From an optimization exercise on the open Yosys and OpenROAD flow, aimed at small area, a short achievable clock period and few clock cycles; shortcuts taken in it are not production practice.
Only simulation tests tie the RTL to the original design; equivalence was not proved.
Power is estimated from default activity; no workload was simulated.

==> flow/design.v <==
module LMFE ( clk, reset, Din, in_en, busy, out_valid, Dout, mem_cen, mem_wen, mem_addr, mem_d, mem_q);
input   clk;
input   reset;
input   in_en;
output  busy;
output  out_valid;
input   [7:0]  Din;
output  [7:0]  Dout;
output  mem_cen;
output  mem_wen;
output  [9:0]  mem_addr;
output  [7:0]  mem_d;
input   [7:0]  mem_q;
localparam S_PRE = 2'd0, S_RUN = 2'd1, S_FIN = 2'd2;
reg  [1:0]  state;
reg  [14:0] ldpos;       
reg  [2:0]  k;           
reg         busy_r, outv_r, cen_r, wen_r, seldin_r, accf;
reg  [9:0]  addr_r;
reg  [7:0]  din_r, dout_r;
assign busy      = busy_r;
assign out_valid = outv_r;
assign Dout      = dout_r;
assign mem_cen   = cen_r;
assign mem_wen   = wen_r;
assign mem_addr  = addr_r;
assign mem_d     = din_r;
wire [7:0] row6  = ldpos[14:7];
wire [6:0] ldcol = ldpos[6:0];
wire run = (state == S_RUN);
wire pre = (state == S_PRE);
wire [8:0] rr = {1'b0, row6} + {6'b0, k} - 9'd6;
wire rr_ok = ~rr[8] & ~rr[7];
  reg [7:0] P0;
  reg [7:0] P1;
  reg [7:0] P2;
  reg [7:0] P3;
  reg [7:0] P4;
  reg [7:0] P5;
  reg [7:0] P6;
  reg [7:0] P7;
  reg [7:0] P8;
  reg [7:0] P9;
  reg [7:0] P10;
  reg [7:0] P11;
  reg [7:0] P12;
  reg [7:0] P13;
  reg [7:0] P14;
  reg [7:0] P15;
  reg [7:0] P16;
  reg [7:0] P17;
  reg [7:0] P18;
  reg [7:0] P19;
  reg [7:0] P20;
  reg [7:0] P21;
  reg [7:0] P22;
  reg [7:0] P23;
  reg [7:0] P24;
  reg [7:0] P25;
  reg [7:0] P26;
  reg [7:0] P27;
  reg [7:0] P28;
  reg [7:0] P29;
  reg [7:0] P30;
  reg [7:0] P31;
  reg [7:0] P32;
  reg [7:0] P33;
  reg [7:0] P34;
  reg [7:0] P35;
  reg [7:0] P36;
  reg [7:0] P37;
  reg [7:0] P38;
  reg [7:0] P39;
  reg [7:0] P40;
  reg [7:0] P41;
  reg [7:0] P42;
  reg [7:0] P43;
  reg [7:0] P44;
  reg [7:0] P45;
  reg [7:0] P46;
  reg [7:0] P47;
  reg [7:0] P48;
  reg [7:0] P49;
  reg [7:0] P50;
  reg [7:0] P51;
  reg [7:0] P52;
  reg [7:0] P53;
  reg [7:0] P54;
  reg [7:0] P55;
  reg [7:0] P56;
  reg [7:0] P57;
  reg [7:0] P58;
  reg [7:0] P59;
  reg [7:0] P60;
  reg [7:0] P61;
  reg [7:0] P62;
wire [7:0] bus = seldin_r ? (in_en ? Din : 8'd0) : (cen_r ? 8'd0 : mem_q);
reg  [7:0] bus_rot;
always @(*) begin
  case (k)
      3'd0: bus_rot = {bus[7], bus[5], bus[4], bus[3], bus[2], bus[1], bus[0], bus[6]};
      3'd1: bus_rot = {bus[7], bus[1], bus[0], bus[6], bus[5], bus[4], bus[3], bus[2]};
      3'd2: bus_rot = {bus[7], bus[4], bus[3], bus[2], bus[1], bus[0], bus[6], bus[5]};
      3'd3: bus_rot = {bus[7], bus[0], bus[6], bus[5], bus[4], bus[3], bus[2], bus[1]};
      3'd4: bus_rot = {bus[7], bus[3], bus[2], bus[1], bus[0], bus[6], bus[5], bus[4]};
      3'd5: bus_rot = {bus[7], bus[6], bus[5], bus[4], bus[3], bus[2], bus[1], bus[0]};
      3'd6: bus_rot = {bus[7], bus[2], bus[1], bus[0], bus[6], bus[5], bus[4], bus[3]};
    default: bus_rot = bus;
  endcase
end
always @(posedge clk) begin
    P0 <= bus_rot;
    P1 <= P0;
    P2 <= P1;
    P3 <= P2;
    P4 <= P3;
    P5 <= P4;
    P6 <= P5;
    P7 <= P6;
    P8 <= P7;
    P9 <= P8;
    P10 <= P9;
    P11 <= P10;
    P12 <= P11;
    P13 <= P12;
    P14 <= P13;
    P15 <= P14;
    P16 <= P15;
    P17 <= P16;
    P18 <= P17;
    P19 <= P18;
    P20 <= P19;
    P21 <= P20;
    P22 <= P21;
    P23 <= P22;
    P24 <= P23;
    P25 <= P24;
    P26 <= P25;
    P27 <= P26;
    P28 <= P27;
    P29 <= P28;
    P30 <= P29;
    P31 <= P30;
    P32 <= P31;
    P33 <= P32;
    P34 <= P33;
    P35 <= P34;
    P36 <= P35;
    P37 <= P36;
    P38 <= P37;
    P39 <= P38;
    P40 <= P39;
    P41 <= P40;
    P42 <= P41;
    P43 <= P42;
    P44 <= P43;
    P45 <= P44;
    P46 <= P45;
    P47 <= P46;
    P48 <= P47;
    P49 <= P48;
    P50 <= P49;
    P51 <= P50;
    P52 <= P51;
    P53 <= P52;
    P54 <= P53;
    P55 <= P54;
    P56 <= P55;
    P57 <= P56;
    P58 <= P57;
    P59 <= P58;
    P60 <= P59;
    P61 <= P60;
    P62 <= P61;
end
wire [6:0] fcn = ldcol - 7'd3;      
reg  [6:0] colact;                  
reg  [4:0] k0;                      
always @(*) begin
  case (fcn)
    7'd0:   begin colact = 7'b0001111; k0 = 5'd4;  end
    7'd1:   begin colact = 7'b0011111; k0 = 5'd11; end
    7'd2:   begin colact = 7'b0111111; k0 = 5'd18; end
    7'd125: begin colact = 7'b1111110; k0 = 5'd18; end
    7'd126: begin colact = 7'b1111100; k0 = 5'd11; end
    7'd127: begin colact = 7'b1111000; k0 = 5'd4;  end
    default: begin colact = 7'b1111111; k0 = 5'd25; end
  endcase
end
wire [48:0] msb;
  assign msb[0] = P0[7];
  assign msb[1] = P1[7];
  assign msb[2] = P2[7];
  assign msb[3] = P3[7];
  assign msb[4] = P4[7];
  assign msb[5] = P5[7];
  assign msb[6] = P6[7];
  assign msb[7] = P7[7];
  assign msb[8] = P8[7];
  assign msb[9] = P9[7];
  assign msb[10] = P10[7];
  assign msb[11] = P11[7];
  assign msb[12] = P12[7];
  assign msb[13] = P13[7];
  assign msb[14] = P14[7];
  assign msb[15] = P15[7];
  assign msb[16] = P16[7];
  assign msb[17] = P17[7];
  assign msb[18] = P18[7];
  assign msb[19] = P19[7];
  assign msb[20] = P20[7];
  assign msb[21] = P21[7];
  assign msb[22] = P22[7];
  assign msb[23] = P23[7];
  assign msb[24] = P24[7];
  assign msb[25] = P25[7];
  assign msb[26] = P26[7];
  assign msb[27] = P27[7];
  assign msb[28] = P28[7];
  assign msb[29] = P29[7];
  assign msb[30] = P30[7];
  assign msb[31] = P31[7];
  assign msb[32] = P32[7];
  assign msb[33] = P33[7];
  assign msb[34] = P34[7];
  assign msb[35] = P35[7];
  assign msb[36] = P36[7];
  assign msb[37] = P37[7];
  assign msb[38] = P38[7];
  assign msb[39] = P39[7];
  assign msb[40] = P40[7];
  assign msb[41] = P41[7];
  assign msb[42] = P42[7];
  assign msb[43] = P43[7];
  assign msb[44] = P44[7];
  assign msb[45] = P45[7];
  assign msb[46] = P46[7];
  assign msb[47] = P47[7];
  assign msb[48] = P48[7];
reg  [2:0] ccr;                            
reg  [2:0] CC0, CC1, CC2, CC3, CC4, CC5;    
reg  [5:0] sreg;                           
reg  [6:0] colact_n, colact_r;            
reg  [4:0] k0_n, k0_r;
reg  [2:0] ccsel;
always @(*) begin
  case (k)
    3'd1:    ccsel = colact_n[2] ? CC1 : 3'd0;
    3'd2:    ccsel = colact_n[3] ? CC2 : 3'd0;
    3'd3:    ccsel = colact_n[4] ? CC3 : 3'd0;
    3'd4:    ccsel = colact_n[5] ? CC4 : 3'd0;
    3'd5:    ccsel = colact_n[6] ? CC5 : 3'd0;
    3'd6:    ccsel = colact_n[0] ? ccr : 3'd0;
    default: ccsel = 3'd0;
  endcase
end
wire [5:0] sbase = (k == 3'd1) ? (colact_n[1] ? {3'b0, CC0} : 6'd0) : sreg;
always @(posedge clk) begin
  ccr <= ((k == 3'd0) ? 3'd0 : ccr) + {2'b0, ~bus[7]};
  if (k == 3'd0) begin
    CC0 <= ccr; CC1 <= CC0; CC2 <= CC1; CC3 <= CC2; CC4 <= CC3; CC5 <= CC4;
  end
  sreg <= sbase + {3'b0, ccsel};
  if (k == 3'd0) begin
    colact_n <= colact;
    k0_n     <= k0;
  end
  if (k == 3'd6) begin
    colact_r <= colact_n;
    k0_r     <= k0_n;
  end
end
wire e7 = colact_r[0] & ~msb[0];               
wire [5:0] z7 = sreg + {5'b0, e7};
wire lt0 = (sreg < {1'b0, k0_r});
wire lt1 = (sreg < {1'b0, k0_r} - 6'd1);
wire d7 = e7 ? lt1 : lt0;                       
wire [5:0] minit = d7 ? (z7 - {1'b0, k0_r}) : (6'd0 - {1'b0, k0_r});
wire [48:0] act;
  assign act[0] = colact_r[0];
  assign act[1] = colact_r[0];
  assign act[2] = colact_r[0];
  assign act[3] = colact_r[0];
  assign act[4] = colact_r[0];
  assign act[5] = colact_r[0];
  assign act[6] = colact_r[0];
  assign act[7] = colact_r[1];
  assign act[8] = colact_r[1];
  assign act[9] = colact_r[1];
  assign act[10] = colact_r[1];
  assign act[11] = colact_r[1];
  assign act[12] = colact_r[1];
  assign act[13] = colact_r[1];
  assign act[14] = colact_r[2];
  assign act[15] = colact_r[2];
  assign act[16] = colact_r[2];
  assign act[17] = colact_r[2];
  assign act[18] = colact_r[2];
  assign act[19] = colact_r[2];
  assign act[20] = colact_r[2];
  assign act[21] = colact_r[3];
  assign act[22] = colact_r[3];
  assign act[23] = colact_r[3];
  assign act[24] = colact_r[3];
  assign act[25] = colact_r[3];
  assign act[26] = colact_r[3];
  assign act[27] = colact_r[3];
  assign act[28] = colact_r[4];
  assign act[29] = colact_r[4];
  assign act[30] = colact_r[4];
  assign act[31] = colact_r[4];
  assign act[32] = colact_r[4];
  assign act[33] = colact_r[4];
  assign act[34] = colact_r[4];
  assign act[35] = colact_r[5];
  assign act[36] = colact_r[5];
  assign act[37] = colact_r[5];
  assign act[38] = colact_r[5];
  assign act[39] = colact_r[5];
  assign act[40] = colact_r[5];
  assign act[41] = colact_r[5];
  assign act[42] = colact_r[6];
  assign act[43] = colact_r[6];
  assign act[44] = colact_r[6];
  assign act[45] = colact_r[6];
  assign act[46] = colact_r[6];
  assign act[47] = colact_r[6];
  assign act[48] = colact_r[6];
wire [48:0] finit = act & ~(msb ^ {49{d7}});
wire init = run & (k == 3'd0);
wire [61:0] tap;
  assign tap[0] = P0[0];
  assign tap[1] = P1[3];
  assign tap[2] = P2[6];
  assign tap[3] = P3[2];
  assign tap[4] = P4[5];
  assign tap[5] = P5[1];
  assign tap[6] = P6[4];
  assign tap[7] = P7[0];
  assign tap[8] = P8[3];
  assign tap[9] = P9[6];
  assign tap[10] = P10[2];
  assign tap[11] = P11[5];
  assign tap[12] = P12[1];
  assign tap[13] = P13[4];
  assign tap[14] = P14[0];
  assign tap[15] = P15[3];
  assign tap[16] = P16[6];
  assign tap[17] = P17[2];
  assign tap[18] = P18[5];
  assign tap[19] = P19[1];
  assign tap[20] = P20[4];
  assign tap[21] = P21[0];
  assign tap[22] = P22[3];
  assign tap[23] = P23[6];
  assign tap[24] = P24[2];
  assign tap[25] = P25[5];
  assign tap[26] = P26[1];
  assign tap[27] = P27[4];
  assign tap[28] = P28[0];
  assign tap[29] = P29[3];
  assign tap[30] = P30[6];
  assign tap[31] = P31[2];
  assign tap[32] = P32[5];
  assign tap[33] = P33[1];
  assign tap[34] = P34[4];
  assign tap[35] = P35[0];
  assign tap[36] = P36[3];
  assign tap[37] = P37[6];
  assign tap[38] = P38[2];
  assign tap[39] = P39[5];
  assign tap[40] = P40[1];
  assign tap[41] = P41[4];
  assign tap[42] = P42[0];
  assign tap[43] = P43[3];
  assign tap[44] = P44[6];
  assign tap[45] = P45[2];
  assign tap[46] = P46[5];
  assign tap[47] = P47[1];
  assign tap[48] = P48[4];
  assign tap[49] = P49[0];
  assign tap[50] = P50[3];
  assign tap[51] = P51[6];
  assign tap[52] = P52[2];
  assign tap[53] = P53[5];
  assign tap[54] = P54[1];
  assign tap[55] = P55[4];
  assign tap[56] = P56[0];
  assign tap[57] = P57[3];
  assign tap[58] = P58[6];
  assign tap[59] = P59[2];
  assign tap[60] = P60[5];
  assign tap[61] = P61[1];
wire [62:0] tapl;
  assign tapl[0] = 1'b0;
  assign tapl[1] = P1[0];
  assign tapl[2] = P2[3];
  assign tapl[3] = P3[6];
  assign tapl[4] = P4[2];
  assign tapl[5] = P5[5];
  assign tapl[6] = P6[1];
  assign tapl[7] = P7[4];
  assign tapl[8] = P8[0];
  assign tapl[9] = P9[3];
  assign tapl[10] = P10[6];
  assign tapl[11] = P11[2];
  assign tapl[12] = P12[5];
  assign tapl[13] = P13[1];
  assign tapl[14] = P14[4];
  assign tapl[15] = P15[0];
  assign tapl[16] = P16[3];
  assign tapl[17] = P17[6];
  assign tapl[18] = P18[2];
  assign tapl[19] = P19[5];
  assign tapl[20] = P20[1];
  assign tapl[21] = P21[4];
  assign tapl[22] = P22[0];
  assign tapl[23] = P23[3];
  assign tapl[24] = P24[6];
  assign tapl[25] = P25[2];
  assign tapl[26] = P26[5];
  assign tapl[27] = P27[1];
  assign tapl[28] = P28[4];
  assign tapl[29] = P29[0];
  assign tapl[30] = P30[3];
  assign tapl[31] = P31[6];
  assign tapl[32] = P32[2];
  assign tapl[33] = P33[5];
  assign tapl[34] = P34[1];
  assign tapl[35] = P35[4];
  assign tapl[36] = P36[0];
  assign tapl[37] = P37[3];
  assign tapl[38] = P38[6];
  assign tapl[39] = P39[2];
  assign tapl[40] = P40[5];
  assign tapl[41] = P41[1];
  assign tapl[42] = P42[4];
  assign tapl[43] = P43[0];
  assign tapl[44] = P44[3];
  assign tapl[45] = P45[6];
  assign tapl[46] = P46[2];
  assign tapl[47] = P47[5];
  assign tapl[48] = P48[1];
  assign tapl[49] = P49[4];
  assign tapl[50] = P50[0];
  assign tapl[51] = P51[3];
  assign tapl[52] = P52[6];
  assign tapl[53] = P53[2];
  assign tapl[54] = P54[5];
  assign tapl[55] = P55[1];
  assign tapl[56] = P56[4];
  assign tapl[57] = P57[0];
  assign tapl[58] = P58[3];
  assign tapl[59] = P59[6];
  assign tapl[60] = P60[2];
  assign tapl[61] = P61[5];
  assign tapl[62] = P62[1];
reg  [62:0] F0;
reg  [5:0] M0;
reg  [6:0] R0;
reg  [62:0] F1;
reg  [5:0] M1;
reg  [6:0] R1;
wire [62:0] Flast = F1;
wire [5:0] mlast = M1;
wire [6:0] Rlast = R1;
wire [61:0] xc = F0[61:0] & ~tap;
wire [6:0] y;
wire [5:0] mfirst = M0;
  wire c0_1;
  wire c0_2;
  assign c0_1 = xc[0] ^ xc[1] ^ xc[2];
  assign c0_2 = (xc[0] & xc[1]) | (xc[0] & xc[2]) | (xc[1] & xc[2]);
  wire c0_3;
  wire c0_4;
  assign c0_3 = xc[3] ^ xc[4] ^ xc[5];
  assign c0_4 = (xc[3] & xc[4]) | (xc[3] & xc[5]) | (xc[4] & xc[5]);
  wire c0_5;
  wire c0_6;
  assign c0_5 = xc[6] ^ xc[7] ^ xc[8];
  assign c0_6 = (xc[6] & xc[7]) | (xc[6] & xc[8]) | (xc[7] & xc[8]);
  wire c0_7;
  wire c0_8;
  assign c0_7 = xc[9] ^ xc[10] ^ xc[11];
  assign c0_8 = (xc[9] & xc[10]) | (xc[9] & xc[11]) | (xc[10] & xc[11]);
  wire c0_9;
  wire c0_10;
  assign c0_9 = xc[12] ^ xc[13] ^ xc[14];
  assign c0_10 = (xc[12] & xc[13]) | (xc[12] & xc[14]) | (xc[13] & xc[14]);
  wire c0_11;
  wire c0_12;
  assign c0_11 = xc[15] ^ xc[16] ^ xc[17];
  assign c0_12 = (xc[15] & xc[16]) | (xc[15] & xc[17]) | (xc[16] & xc[17]);
  wire c0_13;
  wire c0_14;
  assign c0_13 = xc[18] ^ xc[19] ^ xc[20];
  assign c0_14 = (xc[18] & xc[19]) | (xc[18] & xc[20]) | (xc[19] & xc[20]);
  wire c0_15;
  wire c0_16;
  assign c0_15 = xc[21] ^ xc[22] ^ xc[23];
  assign c0_16 = (xc[21] & xc[22]) | (xc[21] & xc[23]) | (xc[22] & xc[23]);
  wire c0_17;
  wire c0_18;
  assign c0_17 = xc[24] ^ xc[25] ^ xc[26];
  assign c0_18 = (xc[24] & xc[25]) | (xc[24] & xc[26]) | (xc[25] & xc[26]);
  wire c0_19;
  wire c0_20;
  assign c0_19 = xc[27] ^ xc[28] ^ xc[29];
  assign c0_20 = (xc[27] & xc[28]) | (xc[27] & xc[29]) | (xc[28] & xc[29]);
  wire c0_21;
  wire c0_22;
  assign c0_21 = xc[30] ^ xc[31] ^ xc[32];
  assign c0_22 = (xc[30] & xc[31]) | (xc[30] & xc[32]) | (xc[31] & xc[32]);
  wire c0_23;
  wire c0_24;
  assign c0_23 = xc[33] ^ xc[34] ^ xc[35];
  assign c0_24 = (xc[33] & xc[34]) | (xc[33] & xc[35]) | (xc[34] & xc[35]);
  wire c0_25;
  wire c0_26;
  assign c0_25 = xc[36] ^ xc[37] ^ xc[38];
  assign c0_26 = (xc[36] & xc[37]) | (xc[36] & xc[38]) | (xc[37] & xc[38]);
  wire c0_27;
  wire c0_28;
  assign c0_27 = xc[39] ^ xc[40] ^ xc[41];
  assign c0_28 = (xc[39] & xc[40]) | (xc[39] & xc[41]) | (xc[40] & xc[41]);
  wire c0_29;
  wire c0_30;
  assign c0_29 = xc[42] ^ xc[43] ^ xc[44];
  assign c0_30 = (xc[42] & xc[43]) | (xc[42] & xc[44]) | (xc[43] & xc[44]);
  wire c0_31;
  wire c0_32;
  assign c0_31 = xc[45] ^ xc[46] ^ xc[47];
  assign c0_32 = (xc[45] & xc[46]) | (xc[45] & xc[47]) | (xc[46] & xc[47]);
  wire c0_33;
  wire c0_34;
  assign c0_33 = xc[48] ^ xc[49] ^ xc[50];
  assign c0_34 = (xc[48] & xc[49]) | (xc[48] & xc[50]) | (xc[49] & xc[50]);
  wire c0_35;
  wire c0_36;
  assign c0_35 = xc[51] ^ xc[52] ^ xc[53];
  assign c0_36 = (xc[51] & xc[52]) | (xc[51] & xc[53]) | (xc[52] & xc[53]);
  wire c0_37;
  wire c0_38;
  assign c0_37 = xc[54] ^ xc[55] ^ xc[56];
  assign c0_38 = (xc[54] & xc[55]) | (xc[54] & xc[56]) | (xc[55] & xc[56]);
  wire c0_39;
  wire c0_40;
  assign c0_39 = xc[57] ^ xc[58] ^ xc[59];
  assign c0_40 = (xc[57] & xc[58]) | (xc[57] & xc[59]) | (xc[58] & xc[59]);
  wire c0_41;
  wire c0_42;
  assign c0_41 = xc[60] ^ xc[61] ^ mfirst[0];
  assign c0_42 = (xc[60] & xc[61]) | (xc[60] & mfirst[0]) | (xc[61] & mfirst[0]);
  wire c0_43;
  wire c0_44;
  assign c0_43 = c0_1 ^ c0_3 ^ c0_5;
  assign c0_44 = (c0_1 & c0_3) | (c0_1 & c0_5) | (c0_3 & c0_5);
  wire c0_45;
  wire c0_46;
  assign c0_45 = c0_7 ^ c0_9 ^ c0_11;
  assign c0_46 = (c0_7 & c0_9) | (c0_7 & c0_11) | (c0_9 & c0_11);
  wire c0_47;
  wire c0_48;
  assign c0_47 = c0_13 ^ c0_15 ^ c0_17;
  assign c0_48 = (c0_13 & c0_15) | (c0_13 & c0_17) | (c0_15 & c0_17);
  wire c0_49;
  wire c0_50;
  assign c0_49 = c0_19 ^ c0_21 ^ c0_23;
  assign c0_50 = (c0_19 & c0_21) | (c0_19 & c0_23) | (c0_21 & c0_23);
  wire c0_51;
  wire c0_52;
  assign c0_51 = c0_25 ^ c0_27 ^ c0_29;
  assign c0_52 = (c0_25 & c0_27) | (c0_25 & c0_29) | (c0_27 & c0_29);
  wire c0_53;
  wire c0_54;
  assign c0_53 = c0_31 ^ c0_33 ^ c0_35;
  assign c0_54 = (c0_31 & c0_33) | (c0_31 & c0_35) | (c0_33 & c0_35);
  wire c0_55;
  wire c0_56;
  assign c0_55 = c0_37 ^ c0_39 ^ c0_41;
  assign c0_56 = (c0_37 & c0_39) | (c0_37 & c0_41) | (c0_39 & c0_41);
  wire c0_57;
  wire c0_58;
  assign c0_57 = c0_2 ^ c0_4 ^ c0_6;
  assign c0_58 = (c0_2 & c0_4) | (c0_2 & c0_6) | (c0_4 & c0_6);
  wire c0_59;
  wire c0_60;
  assign c0_59 = c0_8 ^ c0_10 ^ c0_12;
  assign c0_60 = (c0_8 & c0_10) | (c0_8 & c0_12) | (c0_10 & c0_12);
  wire c0_61;
  wire c0_62;
  assign c0_61 = c0_14 ^ c0_16 ^ c0_18;
  assign c0_62 = (c0_14 & c0_16) | (c0_14 & c0_18) | (c0_16 & c0_18);
  wire c0_63;
  wire c0_64;
  assign c0_63 = c0_20 ^ c0_22 ^ c0_24;
  assign c0_64 = (c0_20 & c0_22) | (c0_20 & c0_24) | (c0_22 & c0_24);
  wire c0_65;
  wire c0_66;
  assign c0_65 = c0_26 ^ c0_28 ^ c0_30;
  assign c0_66 = (c0_26 & c0_28) | (c0_26 & c0_30) | (c0_28 & c0_30);
  wire c0_67;
  wire c0_68;
  assign c0_67 = c0_32 ^ c0_34 ^ c0_36;
  assign c0_68 = (c0_32 & c0_34) | (c0_32 & c0_36) | (c0_34 & c0_36);
  wire c0_69;
  wire c0_70;
  assign c0_69 = c0_38 ^ c0_40 ^ c0_42;
  assign c0_70 = (c0_38 & c0_40) | (c0_38 & c0_42) | (c0_40 & c0_42);
  wire c0_71;
  wire c0_72;
  assign c0_71 = c0_43 ^ c0_45 ^ c0_47;
  assign c0_72 = (c0_43 & c0_45) | (c0_43 & c0_47) | (c0_45 & c0_47);
  wire c0_73;
  wire c0_74;
  assign c0_73 = c0_49 ^ c0_51 ^ c0_53;
  assign c0_74 = (c0_49 & c0_51) | (c0_49 & c0_53) | (c0_51 & c0_53);
  wire c0_75;
  wire c0_76;
  assign c0_75 = c0_44 ^ c0_46 ^ c0_48;
  assign c0_76 = (c0_44 & c0_46) | (c0_44 & c0_48) | (c0_46 & c0_48);
  wire c0_77;
  wire c0_78;
  assign c0_77 = c0_50 ^ c0_52 ^ c0_54;
  assign c0_78 = (c0_50 & c0_52) | (c0_50 & c0_54) | (c0_52 & c0_54);
  wire c0_79;
  wire c0_80;
  assign c0_79 = c0_56 ^ c0_57 ^ c0_59;
  assign c0_80 = (c0_56 & c0_57) | (c0_56 & c0_59) | (c0_57 & c0_59);
  wire c0_81;
  wire c0_82;
  assign c0_81 = c0_61 ^ c0_63 ^ c0_65;
  assign c0_82 = (c0_61 & c0_63) | (c0_61 & c0_65) | (c0_63 & c0_65);
  wire c0_83;
  wire c0_84;
  assign c0_83 = c0_67 ^ c0_69 ^ mfirst[1];
  assign c0_84 = (c0_67 & c0_69) | (c0_67 & mfirst[1]) | (c0_69 & mfirst[1]);
  wire c0_85;
  wire c0_86;
  assign c0_85 = c0_58 ^ c0_60 ^ c0_62;
  assign c0_86 = (c0_58 & c0_60) | (c0_58 & c0_62) | (c0_60 & c0_62);
  wire c0_87;
  wire c0_88;
  assign c0_87 = c0_64 ^ c0_66 ^ c0_68;
  assign c0_88 = (c0_64 & c0_66) | (c0_64 & c0_68) | (c0_66 & c0_68);
  wire c0_89;
  wire c0_90;
  assign c0_89 = c0_70 ^ mfirst[2];
  assign c0_90 = c0_70 & mfirst[2];
  wire c0_91;
  wire c0_92;
  assign c0_91 = c0_71 ^ c0_73 ^ c0_55;
  assign c0_92 = (c0_71 & c0_73) | (c0_71 & c0_55) | (c0_73 & c0_55);
  wire c0_93;
  wire c0_94;
  assign c0_93 = c0_72 ^ c0_74 ^ c0_75;
  assign c0_94 = (c0_72 & c0_74) | (c0_72 & c0_75) | (c0_74 & c0_75);
  wire c0_95;
  wire c0_96;
  assign c0_95 = c0_77 ^ c0_79 ^ c0_81;
  assign c0_96 = (c0_77 & c0_79) | (c0_77 & c0_81) | (c0_79 & c0_81);
  wire c0_97;
  wire c0_98;
  assign c0_97 = c0_76 ^ c0_78 ^ c0_80;
  assign c0_98 = (c0_76 & c0_78) | (c0_76 & c0_80) | (c0_78 & c0_80);
  wire c0_99;
  wire c0_100;
  assign c0_99 = c0_82 ^ c0_84 ^ c0_85;
  assign c0_100 = (c0_82 & c0_84) | (c0_82 & c0_85) | (c0_84 & c0_85);
  wire c0_101;
  wire c0_102;
  assign c0_101 = c0_87 ^ c0_89;
  assign c0_102 = c0_87 & c0_89;
  wire c0_103;
  wire c0_104;
  assign c0_103 = c0_86 ^ c0_88 ^ c0_90;
  assign c0_104 = (c0_86 & c0_88) | (c0_86 & c0_90) | (c0_88 & c0_90);
  wire c0_105;
  wire c0_106;
  assign c0_105 = c0_92 ^ c0_93 ^ c0_95;
  assign c0_106 = (c0_92 & c0_93) | (c0_92 & c0_95) | (c0_93 & c0_95);
  wire c0_107;
  wire c0_108;
  assign c0_107 = c0_94 ^ c0_96 ^ c0_97;
  assign c0_108 = (c0_94 & c0_96) | (c0_94 & c0_97) | (c0_96 & c0_97);
  wire c0_109;
  wire c0_110;
  assign c0_109 = c0_99 ^ c0_101;
  assign c0_110 = c0_99 & c0_101;
  wire c0_111;
  wire c0_112;
  assign c0_111 = c0_98 ^ c0_100 ^ c0_102;
  assign c0_112 = (c0_98 & c0_100) | (c0_98 & c0_102) | (c0_100 & c0_102);
  wire c0_113;
  wire c0_114;
  assign c0_113 = c0_103 ^ mfirst[3];
  assign c0_114 = c0_103 & mfirst[3];
  reg [14:0] pr0;
  always @(posedge clk) pr0 <= {mfirst[5], mfirst[4], c0_104, c0_114, c0_112, c0_113, c0_111, c0_110, c0_108, c0_109, c0_107, c0_106, c0_83, c0_105, c0_91};
  wire cz_1;
  wire cz_2;
  assign cz_1 = pr0[3] ^ pr0[4] ^ pr0[5];
  assign cz_2 = (pr0[3] & pr0[4]) | (pr0[3] & pr0[5]) | (pr0[4] & pr0[5]);
  wire cz_3;
  wire cz_4;
  assign cz_3 = pr0[6] ^ pr0[7] ^ pr0[8];
  assign cz_4 = (pr0[6] & pr0[7]) | (pr0[6] & pr0[8]) | (pr0[7] & pr0[8]);
  wire cz_5;
  wire cz_6;
  assign cz_5 = pr0[10] ^ pr0[11] ^ pr0[12];
  assign cz_6 = (pr0[10] & pr0[11]) | (pr0[10] & pr0[12]) | (pr0[11] & pr0[12]);
  wire cz_7;
  wire cz_8;
  assign cz_7 = cz_2 ^ cz_3 ^ pr0[9];
  assign cz_8 = (cz_2 & cz_3) | (cz_2 & pr0[9]) | (cz_3 & pr0[9]);
  wire cz_9;
  wire cz_10;
  assign cz_9 = cz_4 ^ cz_5 ^ pr0[13];
  assign cz_10 = (cz_4 & cz_5) | (cz_4 & pr0[13]) | (cz_5 & pr0[13]);
  wire cz_11;
  wire cz_12;
  assign cz_11 = cz_10 ^ cz_6 ^ pr0[14];
  assign cz_12 = (cz_10 & cz_6) | (cz_10 & pr0[14]) | (cz_6 & pr0[14]);
  wire [6:0] ya = {cz_12, cz_11, cz_8, cz_7, cz_1, pr0[1], pr0[0]};
  wire [6:0] yb = {1'b0, 1'b0, cz_9, 1'b0, 1'b0, pr0[2], 1'b0};
  assign y = ya + yb;
wire d = ~y[6];
wire [62:0] Fu = Flast & ~(tapl ^ {63{d}});
always @(posedge clk) begin
  F1 <= {F0[61:0], 1'b0};
  M1 <= M0;
  R1 <= R0;
  if (init) begin
    F0 <= {{(63-50){1'b0}}, finit, 1'b0};
    M0 <= minit;
    R0 <= {6'b0, d7};
    dout_r <= {Rlast, d};
  end else begin
    F0 <= {Fu[61:0], 1'b0};
    M0 <= d ? y[5:0] : mlast;
    R0 <= {Rlast[5:0], d};
  end
end
always @(posedge clk or posedge reset) begin
  if (reset) begin
    state    <= S_PRE;
    ldpos    <= 15'd0;
    k        <= 3'd0;
    busy_r   <= 1'b0;
    outv_r   <= 1'b0;
    cen_r    <= 1'b1;
    wen_r    <= 1'b1;
    seldin_r <= 1'b0;
  end else begin
    outv_r   <= 1'b0;
    seldin_r <= 1'b0;
    case (state)
      S_PRE: begin
        busy_r <= 1'b0;
        cen_r  <= ~in_en;
        wen_r  <= 1'b0;
        if (in_en) begin
          ldpos <= ldpos + 15'd1;
          if (ldpos == 15'd383) begin
            state    <= S_RUN;
            k        <= 3'd0;
            seldin_r <= 1'b1;
          end
        end
      end
      S_RUN: begin
        k        <= (k == 3'd6) ? 3'd0 : k + 3'd1;
        busy_r   <= ~((k == 3'd6) && (ldpos < 15'd16383));
        seldin_r <= (k == 3'd6);
        if (k == 3'd6) begin
          cen_r <= ~accf;
          wen_r <= 1'b0;
          ldpos <= ldpos + 15'd1;
        end else begin
          cen_r <= ~rr_ok;
          wen_r <= 1'b1;
        end
        if (k == 3'd0) begin
          outv_r <= (ldpos >= 15'd390);
          if (ldpos == 15'd16773) state <= S_FIN;
        end
      end
      default: begin
        busy_r <= 1'b1;
        cen_r  <= 1'b1;
        wen_r  <= 1'b1;
      end
    endcase
  end
end
always @(posedge clk) begin
  if ((pre || (run && k == 3'd0)) && in_en) din_r <= Din;
  if (run && k == 3'd0) accf <= in_en;
  if (pre || (run && k == 3'd6)) addr_r <= ldpos[9:0];
  else if (run) addr_r <= {rr[2:0], ldcol};
end
endmodule
==> flow/run.sh <==
#!/bin/bash
# synth_recipe.tcl (not shown) runs the flow's synth.tcl, then flattens the netlist and writes it again
# the make line also repeats each setting of config.mk as NAME=value (left out here)
make -C /OpenROAD-flow-scripts/flow DESIGN_CONFIG=/design/flow/config.mk WORK_HOME=/design/flow/orfs CLKGATE_MAP_FILE= SYNTH_SCRIPT=/design/flow/synth_recipe.tcl finish
==> flow/config.mk <==
export PLATFORM = sky130hd
export DESIGN_NAME = LMFE
export DESIGN_NICKNAME = LMFE
export VERILOG_FILES = /design/flow/design.v
export SDC_FILE = /design/flow/constraint.sdc
export NUM_CORES = 4
export LEC_CHECK = 0
export CAP_MARGIN = 20
export CORE_MARGIN = 2
export CORE_UTILIZATION = 40
export SETUP_SLACK_MARGIN = 3.0
export SLEW_MARGIN = 20
==> flow/constraint.sdc <==
create_clock -name core_clock -period 6.0 [get_ports {clk}]
set_input_delay 1.2000 -clock core_clock [delete_from_list [all_inputs] [get_ports {clk}]]
set_output_delay 1.2000 -clock core_clock [all_outputs]
set_load 0.01 [all_outputs]
==> out/metrics.yaml, run 1 <==
fmax_mhz: 319
criticalPathCategory: "reg -> reg"
holdBufCountCts: 0
final_util_pct: 49.0
netlist_instances: 1605
drt-total-wl_mm: 39.1
yosys_warnings: 1
core-area_um2: 53800
n_fill_cell: 4663
yosys_most_used_dff: "dfxtp_1"
place.gp.congestion: 0.841
ir_drop_mv: 0.211
via_count: 11200
row_count: 85
synth_edf_count: 65
rsz0062_at_grt: "yes"
final_cell_mix: "dfxtp_1 (620), inv_1 (81), clkbuf_16 (73)"
maxSlewViolCount: 0
syn_to_final_growth_pct: 20.9
max_slew_margin_pct: 37.0
grt_max_degree: 81
avgSynthCellArea_um2: 13.6
seq_area_frac_synth_pct: 70.1
numCtsBuffers: 68
htreeDepth: 3
outcome: "complete, no violations"
fp.dieW_um: 237
ys_seq_elements: 725
crit_arrival_ns: 3.61
grt_pass1_wl_mm: 62.3
clock-sinks: 725
antenna_left: 0
port_buffers: 48
fp.dieArea_um2: 56400
finalHoldViolCount: 0
drtPass1Iterations: 5
powerDensity_nw_per_um2: 384
clk_pin_slew_ns: 0.06
cp_max_fo: 2
p_total_uw: 10100
dp_hpwl_mm: 24.3
start_util_pct: 40.5
finalSetupTns_ns: 0
clock_path_buffers: 3
cap_violations: 0
wire_per_inst_um: 15.8
final_common_cell: "dfxtp_1"
ioPinCount: 49
async_flop_share_pct: 3.45
min_period_ns: 3.14
root_buffer: "clkbuf_16"
cts_tree: "done"
setup_viol: 0
antennaDiodeCount: 0
fin_crit_sh_pct: 52.3
p_leak_uw: 0.0107
grt_pass1_vias: 11800
gr-total-overflow: 0
hp-class: "reg -> reg"
antenna_found_initial: 0
drive_above_1_share_pct: 14.7
worst_slew_pin_slew_ns: 0.940
synth_cell_types: 62
worst_ep_required_time_ns: 6.47
grtUsageTotal_pct: 14.1
synth_area_um2: 21800
drt_iter0_markers: 659
cp-start-kind: "flop"
nNetsFinal: 1856
die_h_um: 237
syn_nets: 1742
drc: 0
rrSetupSlack_ns: 2.86
end_kind: "flop"
fin_skew_ns: 0.0193
clk_latency_ns: 0.60
via_per_inst: 4.55
state kept, by name, indices dropped and copies added (netlist names), 10 cells and up:
register  cells
F1           59
pr0          14
ldpos        15
addr_r       10
F0           61
repair_timing:
| action | 4_1_cts | 5_1_grt |
|---|---|---|
| setup buffers | 12 | 9 |
| pin swaps | 31 | 63 |
| gates resized for setup | 86 | 80 |
| endpoints found under the hold margin | 0 | 0 |
| cloned | 9 | 1 |
| endpoints found under the setup margin | 101 | 77 |
logic make-up after synthesis:
| kind of cell | Yosys count | share of synthesized area [%] |
|---|---|---|
| AOI/OAI and AO/OA | 186 | 5.34 |
| buffers and inverters | 141 | 2.54 |
| xor gates and xnor gates | 137 | 5.50 |
| and+or+nand+nor | 286 | 7.02 |
| adders and majority gates | 118 | 8.90 |
| muxes | 12 | 0.574 |
| DFF | 725 | 70.1 |
area by class of cell:
class | instances | area (um^2) | area share [%]
flip-flops and latches | 725 | 15300 | 58.1
multi-input cells | 739 | 6330 | 24.0
clock buffers | 95 | 1990 | 7.54
repair buffers | 81 | 1010 | 3.82
well taps | 696 | 871 | 3.30
clock inverters | 28 | 422 | 1.60
inverters | 101 | 405 | 1.54
repair inverters | 3 | 17.5 | 0.0664
critical path, cell delays in order (launching register included):
cell      delay [ns]
dfxtp_2         0.32
nand2b_4        0.14
fa_1            0.54
inv_2           0.04
fa_2            0.59
inv_2           0.04
fa_2            0.35
fa_1            0.52
inv_2           0.04
fa_1            0.44
cells in the mapped netlist (all sizes together) (8+ instances only):
cell	count	share of area [%]
nand2b	23	0.66
a21oi	37	0.90
edfxtp	65	9.0
nand2	43	0.77
nor2	34	0.59
dfxtp	635	58
mux2i	8	0.37
dfrtp	23	2.6
xor2	68	2.7
or3	8	0.23
inv	100	1.7
clkbuf	22	0.38
a31oi	8	0.23
o21ai	74	1.7
and2	14	0.40
fa	62	5.7
nor3	8	0.18
ha	56	3.2
nor2b	47	1.3
a22oi	13	0.45
and3	22	0.63
buf	18	0.42
xnor2	69	2.8
nand3	69	1.6
where the power goes:
| group | internal [uW] | leakage, uW | switching, uW |
|---|---|---|---|
| clock network | 2730 | 0.00117 | 1780 |
| registers | 5130 | 0.00621 | 140 |
| logic | 179 | 0.00333 | 176 |
| total | 8040 | 0.0107 | 2090 |
final timing paths:
check,cells after the start,end,start
max in group asynchronous,2,k[2],reset
worst min register to register,0,P57[6],P56[6]
min in group asynchronous,2,ldpos[11],reset
worst max register to register,9,pr0[1],P30[6]
worst min-delay path,0,P57[6],P56[6]
worst max-delay path,9,pr0[1],P30[6]
through the flow:
step	std cells	cell area, um^2	setup WS (ns)	hold WS, ns
4_1_cts	2458	26100	2.81	0.308
5_1_grt	2468	26400	2.76	0.326
6_report	2468	26400	2.86	0.315
2_1_floorplan	1605	21900	2.97	0.310
3_5_place_dp	2314	23100	2.11	0.312
3_3_place_gp	2313	23100	2.29	0.310
metal layers:
layer / global-route usage, % / part of all wire (%) / up-vias
met2: 23.2 / 46 / 234
met4: 4.94 / 2.6 / 0
met3: 3.02 / 4.1 / 80
met1: 18.6 / 47 / 5412
li1: - / - / 5514
met5: 0 / 0 / -
Testbench counts, summed over its fixed seeds: cycles 1,381,296.
==> run 2: changes to the inputs <==
--- a/flow/design.v
+++ b/flow/design.v
@@ -240,8 +240,8 @@
 reg  [2:0] ccr;                            
 reg  [2:0] CC0, CC1, CC2, CC3, CC4, CC5;    
 reg  [5:0] sreg;                           
-reg  [6:0] colact_n, colact_r;            
-reg  [4:0] k0_n, k0_r;
+reg  [6:0] colact_n;                      
+reg  [4:0] k0_n;
 reg  [2:0] ccsel;
 always @(*) begin
   case (k)
@@ -265,67 +265,63 @@
     colact_n <= colact;
     k0_n     <= k0;
   end
-  if (k == 3'd6) begin
-    colact_r <= colact_n;
-    k0_r     <= k0_n;
-  end
 end
-wire e7 = colact_r[0] & ~msb[0];               
+wire e7 = colact_n[0] & ~msb[0];               
 wire [5:0] z7 = sreg + {5'b0, e7};
-wire lt0 = (sreg < {1'b0, k0_r});
-wire lt1 = (sreg < {1'b0, k0_r} - 6'd1);
+wire lt0 = (sreg < {1'b0, k0_n});
+wire lt1 = (sreg < {1'b0, k0_n} - 6'd1);
 wire d7 = e7 ? lt1 : lt0;                       
-wire [5:0] minit = d7 ? (z7 - {1'b0, k0_r}) : (6'd0 - {1'b0, k0_r});
+wire [5:0] minit = d7 ? (z7 - {1'b0, k0_n}) : (6'd0 - {1'b0, k0_n});
 wire [48:0] act;
-  assign act[0] = colact_r[0];
-  assign act[1] = colact_r[0];
-  assign act[2] = colact_r[0];
-  assign act[3] = colact_r[0];
-  assign act[4] = colact_r[0];
-  assign act[5] = colact_r[0];
-  assign act[6] = colact_r[0];
-  assign act[7] = colact_r[1];
-  assign act[8] = colact_r[1];
-  assign act[9] = colact_r[1];
-  assign act[10] = colact_r[1];
-  assign act[11] = colact_r[1];
-  assign act[12] = colact_r[1];
-  assign act[13] = colact_r[1];
-  assign act[14] = colact_r[2];
-  assign act[15] = colact_r[2];
-  assign act[16] = colact_r[2];
-  assign act[17] = colact_r[2];
-  assign act[18] = colact_r[2];
-  assign act[19] = colact_r[2];
-  assign act[20] = colact_r[2];
-  assign act[21] = colact_r[3];
-  assign act[22] = colact_r[3];
-  assign act[23] = colact_r[3];
-  assign act[24] = colact_r[3];
-  assign act[25] = colact_r[3];
-  assign act[26] = colact_r[3];
-  assign act[27] = colact_r[3];
-  assign act[28] = colact_r[4];
-  assign act[29] = colact_r[4];
-  assign act[30] = colact_r[4];
-  assign act[31] = colact_r[4];
-  assign act[32] = colact_r[4];
-  assign act[33] = colact_r[4];
-  assign act[34] = colact_r[4];
-  assign act[35] = colact_r[5];
-  assign act[36] = colact_r[5];
-  assign act[37] = colact_r[5];
-  assign act[38] = colact_r[5];
-  assign act[39] = colact_r[5];
-  assign act[40] = colact_r[5];
-  assign act[41] = colact_r[5];
-  assign act[42] = colact_r[6];
-  assign act[43] = colact_r[6];
-  assign act[44] = colact_r[6];
-  assign act[45] = colact_r[6];
-  assign act[46] = colact_r[6];
-  assign act[47] = colact_r[6];
-  assign act[48] = colact_r[6];
+  assign act[0] = colact_n[0];
+  assign act[1] = colact_n[0];
+  assign act[2] = colact_n[0];
+  assign act[3] = colact_n[0];
+  assign act[4] = colact_n[0];
+  assign act[5] = colact_n[0];
+  assign act[6] = colact_n[0];
+  assign act[7] = colact_n[1];
+  assign act[8] = colact_n[1];
+  assign act[9] = colact_n[1];
+  assign act[10] = colact_n[1];
+  assign act[11] = colact_n[1];
+  assign act[12] = colact_n[1];
+  assign act[13] = colact_n[1];
+  assign act[14] = colact_n[2];
+  assign act[15] = colact_n[2];
+  assign act[16] = colact_n[2];
+  assign act[17] = colact_n[2];
+  assign act[18] = colact_n[2];
+  assign act[19] = colact_n[2];
+  assign act[20] = colact_n[2];
+  assign act[21] = colact_n[3];
+  assign act[22] = colact_n[3];
+  assign act[23] = colact_n[3];
+  assign act[24] = colact_n[3];
+  assign act[25] = colact_n[3];
+  assign act[26] = colact_n[3];
+  assign act[27] = colact_n[3];
+  assign act[28] = colact_n[4];
+  assign act[29] = colact_n[4];
+  assign act[30] = colact_n[4];
+  assign act[31] = colact_n[4];
+  assign act[32] = colact_n[4];
+  assign act[33] = colact_n[4];
+  assign act[34] = colact_n[4];
+  assign act[35] = colact_n[5];
+  assign act[36] = colact_n[5];
+  assign act[37] = colact_n[5];
+  assign act[38] = colact_n[5];
+  assign act[39] = colact_n[5];
+  assign act[40] = colact_n[5];
+  assign act[41] = colact_n[5];
+  assign act[42] = colact_n[6];
+  assign act[43] = colact_n[6];
+  assign act[44] = colact_n[6];
+  assign act[45] = colact_n[6];
+  assign act[46] = colact_n[6];
+  assign act[47] = colact_n[6];
+  assign act[48] = colact_n[6];
 wire [48:0] finit = act & ~(msb ^ {49{d7}});
 wire init = run & (k == 3'd0);
 wire [61:0] tap;
--- a/flow/config.mk
+++ b/flow/config.mk
@@ -8,5 +8,8 @@
 export CAP_MARGIN = 20
 export CORE_MARGIN = 2
 export CORE_UTILIZATION = 40
-export SETUP_SLACK_MARGIN = 3.0
+export CTS_BUF_LIST = sky130_fd_sc_hd__clkbuf_8
+export CTS_CLUSTER_DIAMETER = 40
+export CTS_CLUSTER_SIZE = 20
+export SETUP_SLACK_MARGIN = 2.7
 export SLEW_MARGIN = 20
==> out/metrics.yaml, run 2 <==
outcome: "complete, no violations"  # unchanged
grt_pass1_vias: 11500  # was 11800
wire_per_inst_um: 14.9  # was 15.8 um
worst_slew_pin_slew_ns: 0.943  # was 0.940 ns
grt_max_degree: 66  # was 81
worst_ep_required_time_ns: 6.58  # was 6.47 ns
end_kind: "flop"  # unchanged
ioPinCount: 49  # unchanged
place.gp.congestion: 0.833  # was 0.841
port_buffers: 48  # unchanged
fin_crit_sh_pct: 53.3  # was 52.3%
grtUsageTotal_pct: 13.3  # was 14.1%
grt_pass1_wl_mm: 59.1  # was 62.3 mm
yosys_warnings: 1  # unchanged
setup_viol: 0  # unchanged
ys_top_cells_by_area: "dfxtp_1 (59%), edfxtp_1 (7.7%), fa_1 (5.8%)"  # was dfxtp_1 (58%), edfxtp_1 (9.0%), fa_1 (5.7%)
ys_seq_elements: 715  # was 725
synth_area_leader_cell: "dfxtp_1"  # unchanged
clock_path_buffers: 3  # unchanged
drc: 0  # unchanged
cp-start-kind: "flop"  # unchanged
drt_iter0_markers: 588  # was 659
synth_cell_types: 67  # was 62
synth_area_um2: 21600  # was 21800 um^2
gr-total-overflow: 0  # unchanged
final_cell_mix: "dfxtp_1 (630), inv_1 (96), clkbuf_8 (78)"  # was dfxtp_1 (620), inv_1 (81), clkbuf_16 (73)
holdBufCountCts: 0  # unchanged
max_slew_margin_pct: 36.7  # was 37.0%
final_cells: 2451  # was 2468
start_util_pct: 40.2  # was 40.5%
drive_above_1_share_pct: 11.1  # was 14.7%
fmax_mhz: 313  # was 319 MHz
finalSetupTns_ns: 0  # unchanged
antenna_found_initial: 0  # unchanged
netlist_instances: 1596  # was 1605
htreeDepth: 3  # unchanged
die_h_um: 236  # was 237 um
synth_commonest_cells: "dfxtp_1 (635), inv_1 (96), nand3_1 (73)"  # was dfxtp_1 (635), inv_1 (99), o21ai_0 (73)
root_buffer: "clkbuf_8"  # was clkbuf_16
clk_pin_slew_ns: 0.11  # was 0.06 ns
maxSlewViolCount: 0  # unchanged
powerDensity_nw_per_um2: 365  # was 384 nW/um^2
cap_violations: 0  # unchanged
n_fill_cell: 4870  # was 4663
largest-register: "F0"  # unchanged
clk_latency_ns: 0.66  # was 0.60 ns
numCtsBuffers: 74  # was 68
final_common_cell: "dfxtp_1"  # unchanged
via_per_inst: 4.54  # was 4.55
avgSynthCellArea_um2: 13.5  # was 13.6 um^2
seq_area_um2: 15000  # was 15300 um^2
fp.dieW_um: 236  # was 237 um
p_leak_uw: 0.0102  # was 0.0107 uW
seq_area_frac_synth_pct: 69.5  # was 70.1%
core-area_um2: 53600  # was 53800 um^2
criticalPathCategory: "reg -> reg"  # unchanged
drt-total-wl_mm: 36.5  # was 39.1 mm
post_dp_cell_area_um2: 22700  # was 23100 um^2
cts_tree: "done"  # unchanged
drtPass1Iterations: 5  # unchanged
synth_top_area_share_pct: 59.0  # was 58.3%
syn_to_final_growth_pct: 14.5  # was 20.9%
reg_top3: "F0: 61 flops, F1: 59 flops, ldpos: 15 flops"  # unchanged
rsz0062_at_grt: "yes"  # unchanged
fp.dieArea_um2: 55800  # was 56400 um^2
hp-class: "reg -> reg"  # unchanged
fin_skew_ns: 0.0505  # was 0.0193 ns
dp_hpwl_mm: 24.3  # about the same
antenna_left: 0  # unchanged
dp.cells: 2303  # was 2314
syn_nets: 1733  # was 1742
largest_reg_flops: 61  # unchanged
yosysMostFrequentCell: "dfxtp_1"  # unchanged
finalHoldViolCount: 0  # unchanged
via_count: 11100  # was 11200
row_count: 85  # unchanged
clock-sinks: 715  # was 725
synth_edf_count: 55  # was 65
nNetsFinal: 1829  # was 1856
cp_max_fo: 29  # was 2
multi_input_area_um2: 6030  # was 6330 um^2
fin_area_um2: 24700  # was 26400 um^2
async_flop_share_pct: 3.50  # was 3.45%
yosys_most_used_dff: "dfxtp_1"  # unchanged
crit_arrival_ns: 3.78  # was 3.61 ns
ir_drop_mv: 0.176  # was 0.211 mV
min_period_ns: 3.20  # was 3.14 ns
[run 2: report_power, final]
part           leakage, uW  internal [uW]  total, uW  switching (uW)
clock network     0.000903           1570       3500            1930
registers          0.00608           5010       5140             127
logic              0.00319            177        357             180
total               0.0102           6760       9000            2240
[run 2: cells by family (layout without fill, tap and decap cells)]
kind of cell	after synthesis	count (layout)	synth area share, %
other	0	1	0
AOI/OAI and AO/OA	177	177	5.15
xor gates and xnor gates	137	137	5.57
muxes	11	11	0.528
buffers and inverters	140	297	2.88
DFF	715	715	69.5
and+or+nand+nor	298	299	7.32
adders and majority gates	118	118	9.01
[run 2: repair_timing]
| item | 4_1_cts | 5_1_grt |
|---|---|---|
| buffers inserted | 0 | 7 |
| pin swaps | 3 | 9 |
| gates resized for setup | 5 | 35 |
| setup endpoints to repair | 54 | 74 |
| gates cloned | 1 | 1 |
[run 2: worst paths after layout]
path / slack, ns / from / to / cells after the start
worst max register to register: 2.80 / pr0[10] / F0[13] / 11
worst min register to register: 0.31 / P37[1] / P38[1] / 0
max in group asynchronous: 4.54 / reset / k[1] / 2
worst max-delay path: 2.80 / pr0[10] / F0[13] / 11
min in group asynchronous: 0.97 / reset / ldpos[10] / 2
worst min-delay path: 0.31 / P37[1] / P38[1] / 0
[run 2: area by class of cell]
class	instances	area share [%]
diodes	1	0.0101
multi-input cells	742	24.4
clock inverters	60	2.88
clock buffers	78	4.35
flip-flops and latches	715	60.8
repair buffers	61	2.49
inverters	98	1.51
well taps	696	3.53
[run 2: worst max-delay path, stage by stage (launching register included)]
cell     delay, ns
dfxtp_1       0.33
fa_1          0.55
fa_1          0.41
ha_1          0.37
nand4_1       0.24
a21oi_2       0.25
xnor2_2       0.15
buf_4         0.17
buf_12        0.22
xor2_1        0.18
nand3_1       0.12
o21ai_0       0.11
[run 2: metrics by stage]
stage	utilization [%]	power (uW)	hold WS, ns	worst slack (ns)
floorplan	-	5460	0.310	2.85
global placement	42.4	5600	0.310	2.54
detailed placement	42.4	5610	0.312	2.47
CTS	45.7	9120	0.311	2.70
global route	46.0	9370	0.320	2.62
finish	46.1	9000	0.315	2.80
[run 2: per-layer routing]
layer  wire length, um  track usage [%]  vias to the layer above
li1                  -                -                     5478
met1             16700             17.0                     5354
met2             17100             21.8                      223
met3              1850             3.56                       71
met4               839             4.47                        0
met5                 0                0                        -
Testbench counts of run 2, summed over its fixed seeds: cycles 1,381,296.
==> run 3: changes to the inputs <==
--- a/flow/config.mk
+++ b/flow/config.mk
@@ -8,8 +8,8 @@
 export CAP_MARGIN = 20
 export CORE_MARGIN = 2
 export CORE_UTILIZATION = 40
-export CTS_BUF_LIST = sky130_fd_sc_hd__clkbuf_8
-export CTS_CLUSTER_DIAMETER = 40
-export CTS_CLUSTER_SIZE = 20
+export CTS_BUF_LIST = sky130_fd_sc_hd__clkbuf_16
+export CTS_CLUSTER_DIAMETER = 70
+export CTS_CLUSTER_SIZE = 35
 export SETUP_SLACK_MARGIN = 2.7
 export SLEW_MARGIN = 20
==> out/metrics.yaml, run 3 <==
power_frac_clock_pct: 34.7  # was 38.9%
via_per_inst: 4.57  # was 4.54
grt_pass1_wl_mm: 58.1  # was 59.1 mm
syn_to_final_growth_pct: 12.4  # was 14.5%
p_leak_uw: 0.00991  # was 0.0102 uW
wire_per_inst_um: 15.3  # was 14.9 um
reg_top3: "F0: 61 flops, F1: 59 flops, ldpos: 15 flops"  # unchanged
crit_path_start: "pr0[10]"  # unchanged
drt-total-wl_mm: 36.3  # was 36.5 mm
min_period_ns: 3.24  # was 3.20 ns
synth_top_area_share_pct: 59.0  # unchanged
clock-sinks: 715  # unchanged
synth_area_leader_cell: "dfxtp_1"  # unchanged
start_util_pct: 40.2  # unchanged
antenna_found_initial: 0  # unchanged
synth_area_um2: 21600  # unchanged
gr-total-overflow: 0  # unchanged
worst_ep_required_time_ns: 6.50  # was 6.58 ns
die_h_um: 236  # unchanged
ys_seq_elements: 715  # unchanged
p_sw_uw: 1940  # was 2240 uW
numCtsBuffers: 35  # was 74
antenna_left: 0  # unchanged
cp_cell_sequence: "fa_1 > fa_1 > ha_1 > nand4_1 > a21oi_2 > xnor2_4 > buf_12 > buf_12 > xor2_1 > nand3_1 > o21ai_0"  # was fa_1 > fa_1 > ha_1 > nand4_1 > a21oi_2 > xnor2_2 > buf_4 > buf_12 > xor2_1 > nand3_1 > o21ai_0
min-delay-start: "P24[5]"  # was P37[1]
busiest_layer: "met2"  # unchanged
cts_tree: "done"  # unchanged
path_delay_family: "adder cells"  # unchanged
fin_crit_sh_pct: 54.0  # was 53.3%
drtPass1Iterations: 5  # unchanged
nNetsFinal: 1791  # was 1829
grt_pass1_vias: 11100  # was 11500
outcome: "complete, no violations"  # unchanged
hp-class: "reg -> reg"  # unchanged
largest_reg_flops: 61  # unchanged
clk_pin_slew_ns: 0.11  # about the same
final_common_cell: "dfxtp_1"  # unchanged
drive_above_1_share_pct: 6.73  # was 11.1%
yosys_warnings: 1  # unchanged
place.gp.congestion: 0.833  # unchanged
htreeDepth: 2  # was 3
critPathBufInv: 2  # unchanged
dp_hpwl_mm: 24.3  # unchanged
rsz0062_at_grt: "yes"  # unchanged
fp.dieW_um: 236  # unchanged
clock_path_buffers: 3  # unchanged
cp-start-kind: "flop"  # unchanged
clk_latency_ns: 0.57  # was 0.66 ns
drt_iter0_markers: 683  # was 588
root_buffer: "clkbuf_16"  # was clkbuf_8
port_buffers: 48  # unchanged
p_int_uw: 6480  # was 6760 uW
dp.cells: 2303  # unchanged
criticalPathCategory: "reg -> reg"  # unchanged
synth_edf_count: 55  # unchanged
setup_viol: 0  # unchanged
ys_top_cells_by_area: "dfxtp_1 (59%), edfxtp_1 (7.7%), fa_1 (5.8%)"  # unchanged
grt_max_degree: 66  # unchanged
n_fill_cell: 4884  # was 4870
seq_area_frac_synth_pct: 69.5  # unchanged
max_slew_margin_pct: 36.4  # was 36.7%
drc: 0  # unchanged
final_cells: 2375  # was 2451
fmax_mhz: 308  # was 313 MHz
r2r_start: "pr0[10]"  # unchanged
grtUsageTotal_pct: 13.0  # was 13.3%
cap_violations: 0  # unchanged
met2_usage_pct: 21.6  # was 21.8%
yosysMostFrequentCell: "dfxtp_1"  # unchanged
ioPinCount: 49  # unchanged
fin_skew_ns: 0.0304  # was 0.0505 ns
syn_nets: 1733  # unchanged
use_met3_pct: 2.40  # was 3.56%
via_count: 10900  # was 11100
synth_commonest_cells: "dfxtp_1 (635), inv_1 (96), nand3_1 (73)"  # unchanged
cp_max_fo: 15  # was 29
critPathSlowestCell: "fa_1"  # unchanged
holdBufCountCts: 0  # unchanged
ir_drop_mv: 0.293  # was 0.176 mV
critical-path-max-stage-delay_ns: 0.55  # about the same
synth_cell_types: 67  # unchanged
yosys_most_used_dff: "dfxtp_1"  # unchanged
finalHoldViolCount: 0  # unchanged
netlist_instances: 1596  # unchanged
row_count: 85  # unchanged
fp.dieArea_um2: 55800  # unchanged
finalSetupTns_ns: 0  # unchanged
worst_slew_pin_slew_ns: 0.948  # was 0.943 ns
final_cell_mix: "dfxtp_1 (631), inv_1 (94), nand3_1 (73)"  # was dfxtp_1 (630), inv_1 (96), clkbuf_8 (78)
power_frac_comb_pct: 4.2  # was 4.0%
maxSlewViolCount: 0  # unchanged
pwr-share-seq_pct: 61.1  # was 57.1%
p_sw_share_pct: 23.1  # was 24.9%
powerDensity_nw_per_um2: 347  # was 365 nW/um^2
crit_arrival_ns: 3.74  # was 3.78 ns
grt_util_met1_pct: 17.3  # was 17.0%
async_flop_share_pct: 3.50  # unchanged
largest-register: "F0"  # unchanged
end_kind: "flop"  # unchanged
core-area_um2: 53600  # unchanged
avgSynthCellArea_um2: 13.5  # unchanged
-- run 3: changes by cell type in the layout (fill, tap and decap cells not counted), moves of 2 or more --
cell | previous run | this run
inv_8 | 8 | 1
bufinv_16 | 4 | 1
inv_1 | 96 | 94
clkinv_4 | 4 | 0
buf_4 | 9 | 6
clkbuf_8 | 78 | 0
inv_6 | 18 | 2
clkinv_8 | 7 | 3
clkinv_1 | 1 | 4
clkinvlp_4 | 5 | 0
clkbuf_16 | 1 | 39
clkinv_16 | 0 | 4
-- run 3: area by class of cell --
cell class | count | area [um^2] | area share [%]
timing repair buffer | 62 | 664 | 2.74
antenna | 1 | 2.50 | 0.0103
tap | 696 | 871 | 3.59
sequential | 715 | 15000 | 61.9
clock buffer | 37 | 926 | 3.82
inverter | 98 | 372 | 1.53
multi-input combinational | 742 | 6030 | 24.9
clock inverter | 24 | 367 | 1.51
-- run 3: per-layer routing --
metal	part of all wire, %	up-vias
met5	0	-
met4	2.5	0
met3	3.8	60
met2	47	173
met1	46	5278
li1	-	5342
-- run 3: through the flow --
stage | total power [uW] | setup slack (ns) | hold slack, ns | cell area [um^2] | utilization (%)
final | 8420 | 2.76 | 0.312 | 24200 | 45.2
after global routing | 8760 | 2.58 | 0.309 | 24200 | 45.2
after global placement | 5600 | 2.54 | 0.310 | 22700 | 42.4
after CTS | 8540 | 2.68 | 0.311 | 24000 | 44.8
after detailed placement | 5610 | 2.47 | 0.312 | 22700 | 42.4
after floorplan | 5460 | 2.85 | 0.310 | 21600 | -
-- run 3: power groups by stage --
stage               registers, uW  clock network [uW]  logic (uW)
CTS                          5150                3030         359
detailed placement           5250                   0         355
finish                       5140                2920         355
global route                 5170                3200         394
global placement             5250                   0         348
floorplan                    5210                   0         246
-- run 3: logic make-up after synthesis --
family / count (synthesis) / share of synthesized area [%]
flip-flops: 715 / 69.5
AND/OR/NAND/NOR: 298 / 7.32
AO/OA/AOI/OAI: 177 / 5.15
buffers and inverters: 140 / 2.88
XOR/XNOR: 137 / 5.57
adder cells (fa/ha/maj): 118 / 9.01
multiplexers: 11 / 0.528
-- run 3: timing repair --
action                                  in CTS  in global routing
endpoints found under the setup margin      54                 76
cloned                                       1                  4
resized for setup                            4                 34
pin swaps                                    3                  9
buffers inserted                             0                  5
-- run 3: final timing paths --
kind | to | slack [ns] | depth (start not counted)
setup / recovery | F0[13] | 2.76 | 11
hold / removal | P25[5] | 0.31 | 0
setup reg to reg | F0[13] | 2.76 | 11
hold reg to reg | P25[5] | 0.31 | 0
max in group asynchronous | k[1] | 4.47 | 2
min in group asynchronous | seldin_r | 1.03 | 2
==> run 4: changes to the inputs <==
--- a/flow/config.mk
+++ b/flow/config.mk
@@ -9,7 +9,7 @@
 export CORE_MARGIN = 2
 export CORE_UTILIZATION = 40
 export CTS_BUF_LIST = sky130_fd_sc_hd__clkbuf_16
-export CTS_CLUSTER_DIAMETER = 70
-export CTS_CLUSTER_SIZE = 35
-export SETUP_SLACK_MARGIN = 2.7
+export CTS_CLUSTER_DIAMETER = 60
+export CTS_CLUSTER_SIZE = 30
+export SETUP_SLACK_MARGIN = 2.4
 export SLEW_MARGIN = 20
==> out/metrics.yaml, run 4 <==
gr-total-overflow: 0  # unchanged
clk_latency_ns: 0.59  # was 0.57 ns
synth_area_leader_cell: "dfxtp_1"  # unchanged
ys_seq_elements: 715  # unchanged
finalSetupTns_ns: 0  # unchanged
rsz0062_at_grt: "yes"  # unchanged
final_cells: 2374  # was 2375
ys_top_cells_by_area: "dfxtp_1 (59%), edfxtp_1 (7.7%), fa_1 (5.8%)"  # unchanged
ir_drop_mv: 0.251  # was 0.293 mV
place.gp.congestion: 0.833  # unchanged
cts_tree: "done"  # unchanged
fp.dieArea_um2: 55800  # unchanged
largest-register: "F0"  # unchanged
core-area_um2: 53600  # unchanged
drt-total-wl_mm: 35.6  # was 36.3 mm
hold_path_depth: 0  # unchanged
synth_edf_count: 55  # unchanged
die_h_um: 236  # unchanged
clock-sinks: 715  # unchanged
worst_slew_pin_slew_ns: 1.03  # was 0.948 ns
reg_top3: "F0: 61 flops, F1: 59 flops, ldpos: 15 flops"  # unchanged
numCtsBuffers: 38  # was 35
power_frac_comb_pct: 4.1  # was 4.2%
pwr-share-seq_pct: 59.9  # was 61.1%
r2r-end: "pr0[1]"  # was F0[13]
synth_cell_types: 67  # unchanged
syn_nets: 1733  # unchanged
min_to: "P44[5]"  # was P25[5]
crit_arrival_ns: 3.81  # was 3.74 ns
yosys_warnings: 1  # unchanged
holdBufCountCts: 0  # unchanged
fmax_mhz: 299  # was 308 MHz
avgSynthCellArea_um2: 13.5  # unchanged
drive_above_1_share_pct: 5.43  # was 6.73%
grt_pass1_wl_mm: 57.6  # was 58.1 mm
power_frac_clock_pct: 35.9  # was 34.7%
outcome: "complete, no violations"  # unchanged
r2r_start: "P27[4]"  # was pr0[10]
worst_ep_required_time_ns: 6.47  # was 6.50 ns
nNetsFinal: 1785  # was 1791
synth_commonest_cells: "dfxtp_1 (635), inv_1 (96), nand3_1 (73)"  # unchanged
grtUsageTotal_pct: 12.9  # was 13.0%
wire_per_inst_um: 15.0  # was 15.3 um
p_sw_uw: 1990  # was 1940 uW
n_fill_cell: 4907  # was 4884
final_common_cell: "dfxtp_1"  # unchanged
min_period_ns: 3.34  # was 3.24 ns
largest_reg_flops: 61  # unchanged
grt_max_degree: 66  # unchanged
yosysMostFrequentCell: "dfxtp_1"  # unchanged
min-delay-start: "P43[5]"  # was P24[5]
grt_pass1_vias: 11100  # about the same
fin_crit_sh_pct: 55.7  # was 54.0%
rrSetupSlack_ns: 2.66  # was 2.76 ns
dp_hpwl_mm: 24.3  # unchanged
p_leak_uw: 0.00990  # was 0.00991 uW
powerDensity_nw_per_um2: 356  # was 347 nW/um^2
syn_to_final_growth_pct: 11.9  # was 12.4%
cap_violations: 0  # unchanged
cp-start-kind: "flop"  # unchanged
drc: 0  # unchanged
max_slew_margin_pct: 31.1  # was 36.4%
htreeDepth: 2  # unchanged
fp.dieW_um: 236  # unchanged
p_int_uw: 6590  # was 6480 uW
synth_top_area_share_pct: 59.0  # unchanged
reg2reg_depth: 9  # was 11
synth_area_um2: 21600  # unchanged
clk_pin_slew_ns: 0.10  # was 0.11 ns
ioPinCount: 49  # unchanged
port_buffers: 48  # unchanged
antenna_found_initial: 0  # unchanged
root_buffer: "clkbuf_16"  # unchanged
finalHoldViolCount: 0  # unchanged
netlist_instances: 1596  # unchanged
setup_viol: 0  # unchanged
hp-class: "reg -> reg"  # unchanged
start_util_pct: 40.2  # unchanged
criticalPathCategory: "reg -> reg"  # unchanged
fin_skew_ns: 0.0255  # was 0.0304 ns
p_sw_share_pct: 23.2  # was 23.1%
final_cell_mix: "dfxtp_1 (635), inv_1 (97), nand3_1 (73)"  # was dfxtp_1 (631), inv_1 (94), nand3_1 (73)
clock_path_buffers: 3  # unchanged
via_per_inst: 4.53  # was 4.57
yosys_most_used_dff: "dfxtp_1"  # unchanged
antenna_left: 0  # unchanged
end_kind: "flop"  # unchanged
async_flop_share_pct: 3.50  # unchanged
dp.cells: 2303  # unchanged
via_count: 10700  # was 10900
maxSlewViolCount: 0  # unchanged
drt_iter0_markers: 658  # was 683
seq_area_frac_synth_pct: 69.5  # unchanged
drtPass1Iterations: 7  # was 5
cp_max_fo: 2  # was 15
row_count: 85  # unchanged
==> run 4: how the worst max path moves through the flow <==
stage | startpoint | endpoint | slack (ns) | cells after the start
floorplan | P27[4] | pr0[1] | 2.85 | 9
global placement | k0_n[3] | F0[25] | 2.54 | 12
detailed placement | k0_n[3] | F0[24] | 2.47 | 12
CTS | k0_n[3] | F0[22] | 2.46 | 12
global route | k[0] | F0[1] | 2.38 | 6
finish | P27[4] | pr0[1] | 2.66 | 9
==> run 4: power by group through the flow <==
| stage | clock network (uW) | logic (uW) | registers (uW) |
|---|---|---|---|
| floorplan | 0 | 246 | 5210 |
| global placement | 0 | 348 | 5250 |
| global route | 3350 | 392 | 5170 |
| CTS | 3190 | 358 | 5150 |
| finish | 3080 | 354 | 5140 |
| detailed placement | 0 | 355 | 5250 |
==> run 4: through the flow <==
| stage | worst slack (ns) | total power, uW | area (um^2) | utilization [%] | hold WS (ns) |
|---|---|---|---|---|---|
| floorplan | 2.85 | 5460 | 21600 | - | 0.310 |
| global placement | 2.54 | 5600 | 22700 | 42.4 | 0.310 |
| detailed placement | 2.47 | 5610 | 22700 | 42.4 | 0.312 |
| CTS | 2.46 | 8690 | 24100 | 45.0 | 0.312 |
| global route | 2.38 | 8920 | 24100 | 45.0 | 0.310 |
| finish | 2.66 | 8580 | 24100 | 45.0 | 0.313 |
==> run 4: cells by family (layout without fill, tap and decap cells) <==
logic type,count (synthesis),count (layout),synth area share (%)
flip-flops,715,715,69.5
AO/OA/AOI/OAI,177,177,5.15
other,0,2,0
multiplexers,11,11,0.528
adder cells (fa/ha/maj),118,118,9.01
AND/OR/NAND/NOR,298,299,7.32
XOR/XNOR,137,137,5.57
buffers and inverters,140,219,2.88
==> run 4: layout make-up <==
cell class / instances / area (um^2) / area share [%]
flip-flops and latches: 715 / 15000 / 62.1
multi-input cells: 742 / 5970 / 24.7
clock buffers: 39 / 976 / 4.05
well taps: 696 / 871 / 3.61
repair buffers: 53 / 522 / 2.16
clock inverters: 29 / 419 / 1.74
inverters: 98 / 369 / 1.53
diodes: 2 / 5.00 / 0.0207
==> run 4: worst max-delay path, cell delays in order, from the launching register on <==
cell and delay [ns]:
dfxtp_1 0.32, nand2b_1 0.17, fa_1 0.57, inv_1 0.07, fa_1 0.54, inv_1 0.06
fa_1 0.49, fa_1 0.52, inv_1 0.06, fa_1 0.44
==> run 4: routing by layer <==
layer	global-route usage, %	wire, um
met1	16.9	16800
met2	21.3	16600
met3	2.38	1350
met4	4.39	856
met5	0	0
==> run 4: timing repair <==
item,in CTS,in global routing
resized for setup,0,2
hold endpoints to repair,0,0
setup endpoints to repair,0,36
buffers inserted,0,0

port drivers added, routing unchanged:
In the flow no input, the clock included, has a driving cell. The finished layouts below were timed again as built, in two steps.
Step 1, drivers: a clkbuf_16 drives clk and a buf_2 each remaining input, both assumed.
Step 2 also shifts input and output timing later by t, the mid clock arrival at the registers, as if the neighbouring blocks saw the same clock.
Three values: ideal ports, drivers, drivers and shift; two values: the first two.
run	t (ns)	setup WS [ns]	cell pins on the clock port's net
run 1	0.645	2.864 / 2.864 / 2.576	1
run 2	0.688	2.802 / 2.802 / 2.507	1
run 3	0.612	2.758 / 2.758 / 2.479	1
run 4	0.629	2.655 / 2.655 / 2.470	1
After both steps every run listed still meets setup and hold. The setup slack of run 2, which loses most, moves by 0.000 ns with the drivers and by -0.295 ns with both steps.
